What follows belongs to an exercise in optimizing a design on an open flow for small area and a short achievable clock period; a production flow would make more cautious choices. Function was checked by simulation only, so behaviour that the tests miss may differ from the original.

==> flow/design.v, too long to show whole: its modules and the start of the top module <==
// module addmuladd_3_stage_signed_18_bit_xor_reduction: 1175 lines
module addmuladd_3_stage_signed_18_bit_xor_reduction(
	input signed [17:0] a,
	input signed [17:0] b,
	input signed [17:0] c,
	input signed [17:0] d,
	output [17:0] out,
	input clk);
  // ...
==> flow/flow/run.sh <==
#!/bin/bash
# The standard layout (standard.sh), with these changes:
#  - after the standard synthesis, inverters around full-adder cells are removed by
#    flipping the polarity of full adders (invopt.py); registers are not touched;
#  - ports are buffered with buf_1 cells (the resizer upsizes them where timing needs it);
#  - timing repair aims at a larger setup margin than the design's clock needs, so
#    the layout is optimised for the period it achieves.
set -euo pipefail
MARGIN=6.5
R=$PWD/orfs/results/sky130hd/addmuladd_3_stage_signed_18_bit_xor_reduction/base
bash standard.sh $R/1_2_yosys.v > synth.log 2>&1
cp $R/1_2_yosys.v $R/1_2_yosys_std.v
python3 flow/invopt.py $R/1_2_yosys_std.v $R/1_2_yosys.v > invopt.log 2>&1
bash standard.sh SETUP_SLACK_MARGIN=$MARGIN "BUFFER_PORTS_ARGS=-buffer_cell sky130_fd_sc_hd__buf_1" finish > layout.log 2>&1
==> flow/flow/invopt.py <==
#!/usr/bin/env python3
"""Remove inverters around full adders in a flat Yosys netlist.

A full adder is self-dual: FA(~a, ~b, ~c) = (~sum, ~cout). Flipping a full adder
(feeding it the complements of its inputs and taking the complements of its outputs)
leaves the function of the netlist unchanged. Greedily flip the sky130 fa cells
where this lowers the number of inverter cells. Registers are left untouched.
usage: invopt.py IN.v OUT.v
"""
import re, sys

src = open(sys.argv[1]).read()
m_first = re.search(r'^\s*sky130_fd_sc_hd__\w+\s', src, re.M)
m_end = src.rfind('endmodule')
head = src[:m_first.start()]
cell_txt = src[m_first.start():m_end]
assert 'assign' not in cell_txt, 'assign statements are not handled'

cell_re = re.compile(r'(sky130_fd_sc_hd__\w+)\s+(\\\S+\s|\S+)\s*\((.*?)\);', re.S)
pin_re = re.compile(r'\.(\w+)\(\s*(\\\S+\s|[^()\s]+)\s*\)')
OUTPINS = {'X', 'Y', 'Q', 'Q_N', 'SUM', 'COUT', 'HI', 'LO'}

cells = {}   # name -> [type, {pin: net}]
order = []
for m in cell_re.finditer(cell_txt):
    typ, name, body = m.group(1), m.group(2).strip(), m.group(3)
    pins = {p: n.strip() for p, n in pin_re.findall(body)}
    cells[name] = [typ, pins]
    order.append(name)

# ports and other fixed loads
ports_out = set()
for m in re.finditer(r'^\s*output\s+(\[(\d+):(\d+)\]\s*)?(\S+);', head, re.M):
    if m.group(1):
        hi, lo = int(m.group(2)), int(m.group(3))
        for i in range(min(hi, lo), max(hi, lo) + 1): ports_out.add(f"{m.group(4)}[{i}]")
    else:
        ports_out.add(m.group(4))

def is_inv(t): return re.match(r'sky130_fd_sc_hd__(clk)?inv_\d+$', t) is not None
def is_fa(t): return re.match(r'sky130_fd_sc_hd__fa_\d+$', t) is not None

driver = {}
loads = {}
def rebuild():
    driver.clear(); loads.clear()
    for name, (typ, pins) in cells.items():
        for p, n in pins.items():
            if p in OUTPINS: driver[n] = (name, p)
            else: loads.setdefault(n, []).append((name, p))
rebuild()

def nloads(n):
    return len(loads.get(n, [])) + (1 if n in ports_out else 0)

newid = [0]
new_wires = []
def fresh():
    newid[0] += 1
    n = f"_invopt_{newid[0]}_"
    new_wires.append(n)
    return n

def connect(cell, pin, net):
    old = cells[cell][1][pin]
    if old == net: return
    loads[old].remove((cell, pin))
    cells[cell][1][pin] = net
    loads.setdefault(net, []).append((cell, pin))

def inverted_of(net):
    """Net carrying ~net, and the number of inverters this adds (0 or 1)."""
    d = driver.get(net)
    if d and is_inv(cells[d[0]][0]):
        return cells[d[0]][1]['A'], 0
    for (c, p) in loads.get(net, []):
        if is_inv(cells[c][0]):
            return cells[c][1]['Y'], 0
    return None, 1

def add_inv(a, y):
    newid[0] += 1
    name = f"_invopt_cell_{newid[0]}_"
    cells[name] = ['sky130_fd_sc_hd__inv_1', {'A': a, 'Y': y}]
    order.append(name)
    driver[y] = (name, 'Y')
    loads.setdefault(a, []).append((name, 'A'))

def remove_dead_invs():
    removed = 0
    changed = True
    while changed:
        changed = False
        for name in list(cells):
            typ, pins = cells[name]
            if is_inv(typ) and nloads(pins['Y']) == 0:
                loads[pins['A']].remove((name, 'A'))
                del driver[pins['Y']]
                del cells[name]
                removed += 1
                changed = True
    return removed

def count_invs():
    return sum(1 for t, _ in cells.values() if is_inv(t))

def flip_cost(f):
    """Estimated change in inverter count if full adder f is flipped."""
    typ, pins = cells[f]
    delta = 0
    seen = {}
    for p in ('A', 'B', 'CIN'):
        n = pins[p]
        if n in seen: continue
        seen[n] = 1
        d = driver.get(n)
        if d and is_inv(cells[d[0]][0]):
            users = sum(1 for q in ('A', 'B', 'CIN') if pins[q] == n)
            if nloads(n) == users: delta -= 1
        else:
            _, c = inverted_of(n)
            delta += c
    for p in ('SUM', 'COUT'):
        n = pins[p]
        ls = loads.get(n, [])
        inv_loads = [c for c, q in ls if is_inv(cells[c][0]) and cells[c][1]['Y'] not in ports_out]
        others = len(ls) - len(inv_loads) + (1 if n in ports_out else 0)
        delta -= len(inv_loads)
        if others: delta += 1
    return delta

def flip(f):
    typ, pins = cells[f]
    for p in ('A', 'B', 'CIN'):
        n = pins[p]
        m, c = inverted_of(n)
        if m is None:
            m = fresh()
            add_inv(n, m)
        connect(f, p, m)
    for p in ('SUM', 'COUT'):
        n = pins[p]
        ls = list(loads.get(n, []))
        inv_loads = [c for c, q in ls if is_inv(cells[c][0]) and cells[c][1]['Y'] not in ports_out]
        others = [(c, q) for c, q in ls if c not in inv_loads]
        newn = fresh()
        del driver[n]
        pins[p] = newn
        driver[newn] = (f, p)
        # inverters on the old output now just pass the new output through
        for ic in inv_loads:
            y = cells[ic][1]['Y']
            for (c, q) in list(loads.get(y, [])):
                connect(c, q, newn)
            if y in ports_out:
                # keep the inverter's output net (port); drive it from newn via a buffer-free path:
                # leave the inverter, it now must invert the new net twice -> keep original structure
                pass
        if others or n in ports_out:
            add_inv(newn, n)
        else:
            loads.pop(n, None)
        for ic in inv_loads:
            y = cells[ic][1]['Y']
            if y in ports_out:
                continue
            # the inverter reads the old net n; drop it
            if ic in cells:
                a = cells[ic][1]['A']
                if (ic, 'A') in loads.get(a, []): loads[a].remove((ic, 'A'))
                del driver[y]
                del cells[ic]
    remove_dead_invs()

XOR_TOGGLE = {}
for k in ('xor2', 'xor3'):
    for sz in ('1', '2', '4'):
        XOR_TOGGLE[f'sky130_fd_sc_hd__{k}_{sz}'] = f'sky130_fd_sc_hd__x{"n" + k[1:]}_{sz}'
        XOR_TOGGLE[f'sky130_fd_sc_hd__x{"n" + k[1:]}_{sz}'] = f'sky130_fd_sc_hd__{k}_{sz}'

def outpin(t):
    return 'Y' if re.match(r'sky130_fd_sc_hd__xnor2_', t) else 'X'

def toggle(x):
    typ, pins = cells[x]
    o = outpin(typ)
    net = pins.pop(o)
    cells[x][0] = XOR_TOGGLE[typ]
    o2 = outpin(cells[x][0])
    pins[o2] = net
    driver[net] = (x, o2)

def absorb_xor():
    """Fold inverters into xor/xnor gates that drive them or that they drive."""
    n = 0
    for name in list(cells):
        if name not in cells: continue
        typ, pins = cells[name]
        if not is_inv(typ): continue
        a, y = pins['A'], pins['Y']
        if y in ports_out: continue
        d = driver.get(a)
        # xor gate driving only this inverter: toggle it and drop the inverter
        if d and cells[d[0]][0] in XOR_TOGGLE and nloads(a) == 1:
            x = d[0]
            loads[a].remove((name, 'A'))
            del driver[y]
            del cells[name]
            cells[x][1][d[1]] = y
            del driver[a]
            driver[y] = (x, d[1])
            toggle(x)
            n += 1
            continue
        # xor gates read the inverter's output: read its input and toggle
        for (c, p) in list(loads.get(y, [])):
            if cells[c][0] in XOR_TOGGLE:
                toggle(c)
                connect(c, p, a)
                n += 1
    remove_dead_invs()
    return n

before = count_invs()
remove_dead_invs()
fas = [n for n in order if n in cells and is_fa(cells[n][0])]
for it in range(10):
    improved = 0
    for f in fas:
        if flip_cost(f) < 0:
            b = count_invs()
            flip(f)
            a = count_invs()
            improved += b - a
    b = count_invs()
    absorb_xor()
    improved += b - count_invs()
    if improved <= 0: break
after = count_invs()
sys.stderr.write(f"invopt: inverters {before} -> {after}\n")

def fmt(n): return n + ' ' if n.startswith('\\') else n
out = [head.rstrip('\n') + '\n']
for w in new_wires:
    out.append(f"  wire {w};\n")
for name in order:
    if name not in cells: continue
    typ, pins = cells[name]
    pl = ",\n".join(f"    .{p}({fmt(n)})" for p, n in pins.items())
    out.append(f"  {typ} {fmt(name)} (\n{pl}\n  );\n")
out.append("endmodule\n")
open(sys.argv[2], 'w').write(''.join(out))
==> flow/standard.sh <==
#!/bin/bash
# synth_recipe.tcl (not shown) runs the flow's synth.tcl, then flattens the netlist and writes it again
# the make line also repeats each setting of config.mk as NAME=value (left out here)
make -C /OpenROAD-flow-scripts/flow DESIGN_CONFIG=/design/flow/config.mk WORK_HOME=/design/flow/orfs CLKGATE_MAP_FILE= SYNTH_SCRIPT=/design/flow/synth_recipe.tcl "${@:-finish}"
==> flow/config.mk <==
export PLATFORM = sky130hd
export DESIGN_NAME = addmuladd_3_stage_signed_18_bit_xor_reduction
export DESIGN_NICKNAME = addmuladd_3_stage_signed_18_bit_xor_reduction
export VERILOG_FILES = /design/flow/design.v
export SDC_FILE = /design/flow/constraint.sdc
export NUM_CORES = 4
export LEC_CHECK = 0
export ABC_AREA = 1
export CAP_MARGIN = 20
export CORE_MARGIN = 2
export CORE_UTILIZATION = 40
export CTS_BUF_LIST = sky130_fd_sc_hd__clkbuf_4 sky130_fd_sc_hd__clkbuf_8
export SLEW_MARGIN = 20
==> flow/constraint.sdc <==
create_clock -name core_clock -period 10.0 [get_ports {clk}]
set_input_delay 2.0000 -clock core_clock [delete_from_list [all_inputs] [get_ports {clk}]]
set_output_delay 2.0000 -clock core_clock [all_outputs]
set_load 0.01 [all_outputs]
==> results.json, run 1 <==
{
  "syn2layout_area_growth_pct": 6.239,
  "n_antenna_cell": 0,
  "final_util": 0.4316,
  "post-cts-setup-buffers": 0,
  "path_cells": "clkinv_2 > xor2_1 > fa_1 > inv_1 > fa_1 > fa_1 > ha_1",
  "wl_met1_um": 16260,
  "worst_hold_slack_ps": 481.7,
  "path_clk_slew_ps": 90,
  "reg_top3": "q_r: 90 flops, sn_r: 19 flops, c_r: 18 flops",
  "dp_hpwl_um": 26200,
  "ant_nets": 0,
  "grt_max_degree": 22,
  "regMostFlops": "q_r",
  "outcome": "finished clean",
  "post_drt_wl_per_cell_um": 16.77,
  "postLayoutCellArea_mm2": 0.01451,
  "row_count": 67,
  "post-place-cells": 2049,
  "tns_ps": 0,
  "final_common_cell": "nand2_1",
  "grtUsageMet3": 0.03222,
  "regArea_mm2": 0.003164,
  "die_h_um": 188.8,
  "rr_worst_depth": 7,
  "drv_cap": 0,
  "whs_endpoint": "q_r[1]",
  "die_area_mm2": 0.03564,
  "place_congestion": 0.8813,
  "die_x_um": 188.8,
  "multi_input_area_share": 0.6476,
  "grt_pass1_vias": 10563
}
==> run 2: changes to the inputs <==
--- a/flow/flow/run.sh
+++ b/flow/flow/run.sh
@@ -8,3 +8,3 @@
 set -euo pipefail
-MARGIN=6.5
+MARGIN=6.8
 R=$PWD/orfs/results/sky130hd/addmuladd_3_stage_signed_18_bit_xor_reduction/base
==> run 2 against run 1 <==
Compared with the run above:
- highest routed layer unchanged
- utilization up 1.8 points
- first-iteration DRC count down 5.6%
- critical path depth down 4
- register-to-register slack better by 230 ps
- wire length up 2.0%
- critical endpoint is now out[0]
- via count up 0.60%
- still clean on timing, DRC and antenna
==> results.json, run 2 <==
{
  "outcome": "finished clean",
  "hold_viol_final": 0,
  "final_cell_count_no_fill": 2093,
  "routed_wirelength_um": 35570,
  "h-tree-depth": 4,
  "drv_cap": 0,
  "routed-via-count": 10728,
  "reg_top3": "q_r: 90 flops, sn_r: 19 flops, c_r: 18 flops",
  "path_cells": "xnor2_2 > xnor2_1 > buf_2",
  "viasPerCell": 5.126,
  "wl_met2_um": 15830,
  "crit_required_ps": 8000,
  "overflow": 0,
  "setup_viol": 0,
  "die_h_um": 188.8,
  "post_drt_wl_per_cell_um": 16.99,
  "worstPathArrival_ps": 1260,
  "cts_buffer_depth": 2,
  "coreArea_mm2": 0.03362,
  "fin_crit_sh": 0.3264,
  "r2r_setup_slack_ps": 6820,
  "yosysWarnings": 1,
  "worst_hold_slack_ps": 463.3,
  "post-place-cells": 2051,
  "startpoint": "par_r[3]",
  "drc": 0,
  "die_area_mm2": 0.03564,
  "path_clk_slew_ps": 110,
  "wl_met1_um": 16650,
  "io_pins": 91,
  "final_common_cell": "nand2_1",
  "syn_area_per_cell_um2": 8.456,
  "max_stage_delay_ps": 370,
  "initial_core_util": 0.4063,
  "tritoncts": "yes",
  "fillers": 3340,
  "layout_common_cells": "236 x nand2_1, 181 x inv_1, 162 x o22ai_1",
  "slowest_stage": "dfxtp_4",
  "drive_above_1_share": 0.1173,
  "regArea_mm2": 0.003214,
  "synthCells": 1615,
  "rr_worst_depth": 6,
  "multi_input_area_mm2": 0.009803,
  "dp_hpwl_um": 26560,
  "grt_pass1_wl_um": 57560,
  "drtIter0Drc": 969,
  "endpoint": "out[0]",
  "postLayoutCellArea_mm2": 0.01511,
  "grt_max_degree": 22,
  "cts_buffers": 17,
  "cts.sinks": 158,
  "placed_cell_area_mm2": 0.01428,
  "drt_pass1_iterations": 8,
  "relSlewSlack": 0.4226,
  "regMostFlops": "q_r",
  "wl_met3_um": 2425,
  "syn-cell-area_mm2": 0.01366,
  "antenna_found_initial": 0,
  "placement.io_buffers": 73,
  "r2r-start": "sn_r[17]",
  "clock_latency_ps": 490,
  "worstPathMaxFanout": 1,
  "cp-start-kind": "flip-flop",
  "r2r_end": "q_r[71]",
  "place_congestion": 0.8541,
  "holdCritPathClass": "flip-flop to flip-flop",
  "grt_pass1_vias": 10772,
  "max_freq_mhz": 306.4,
  "cts_hold_buf": 0,
  "grt_util_all_layers": 0.2046,
  "clock-root-buffer": "clkbuf_8",
  "top_layer": "met4",
  "crit_path_end_kind": "primary output",
  "row_count": 67,
  "final_net_count": 1930,
  "critical_path_class": "flip-flop to primary output",
  "n_antenna_cell": 0,
  "syn2layout_area_growth_pct": 10.64,
  "fin_crit_ps": 3264,
  "rsz0062_at_grt": "true",
  "tns_ps": 0,
  "largest_register_ffs": 90,
  "worst_pin_slew_ps": 865.0,
  "finClkSkew_ps": 30.12,
  "ant_nets": 0,
  "die_x_um": 188.8,
  "maxSlewViolCount": 0
}
-- run 2: cell type report --
class	count	area share
Clock buffer	19	0.01731
Sequential cell	158	0.2127
Timing Repair Buffer	90	0.02849
Tap cell	448	0.03710
Inverter	193	0.04853
Multi-Input combinational cell	1172	0.6488
Clock inverter	13	0.007039
-- run 2: timing repair --
item / 4_1_cts / 5_1_grt
buffers inserted: 1 / 9
gates cloned: 0 / 0
endpoints found under the setup margin: 30 / 16
resized for setup: 30 / 82
pin swaps: 6 / 18
-- run 2: worst min-delay path by stage --
stage	to	slack (ps)	cells after the start	from
after floorplan	q_r[1]	420	1	c_r[0]
final	q_r[1]	460	1	c_r[0]
after detailed placement	q_r[1]	440	1	c_r[0]
after CTS	q_r[1]	470	1	c_r[0]
after global routing	q_r[1]	480	1	c_r[0]
after global placement	q_r[1]	460	1	c_r[0]
-- run 2: worst max-delay path: cells and delay by family, from the launching register on --
kind	cells	cell delay, ps
DFF	1	370
xor gates and xnor gates	2	250
buffers and inverters	1	140
-- run 2: metal layers --
| metal | track usage | vias up |
|---|---|---|
| li1 | - | 5190 |
| met1 | 0.2878 | 5089 |
| met2 | 0.3197 | 394 |
| met3 | 0.03855 | 55 |
| met4 | 0.06070 | 0 |
| met5 | 0 | - |
-- run 2: stage by stage --
stage          utilization  setup slack [ps]
2_1_floorplan            -              6498
5_1_grt             0.4495              6684
3_3_place_gp        0.4247              6213
3_5_place_dp        0.4247              6193
6_report            0.4495              6736
4_1_cts             0.4380              6695

[static timing again, ports no longer ideal]
No port has a modelled driver above. Below, the same layouts with a new extraction and two added sets of constraints. Step 1 (the two cells are an assumption about what drives the block):
set clk [get_ports {clk}]
set_driving_cell -lib_cell sky130_fd_sc_hd__clkbuf_16 $clk
set_driving_cell -lib_cell sky130_fd_sc_hd__buf_2 [delete_from_list [all_inputs] $clk]
Step 2 adds t to the input delays and takes it off the output delays; t is the mean of the earliest and latest rising clock arrival at the registers after step 1. Input paths then give back, and output paths get back, about the clock's delay inside the block. Three values: ideal ports, drivers, drivers and shift; two values: the first two.
run	t (ns)	setup slack, ns	worst setup path after step 2	worst slew at a driven data input, ns	cell pins on the clock port's net
run 1	0.493	6.591 / 6.591 / 6.200	input to register	0.05	1
run 2	0.514	6.736 / 6.697 / 6.308	input to register	0.04	1
After both steps every run listed still meets setup and hold. For run 2, which loses most, drivers alone change the setup slack by -0.039 ns; drivers and shift together by -0.428 ns.
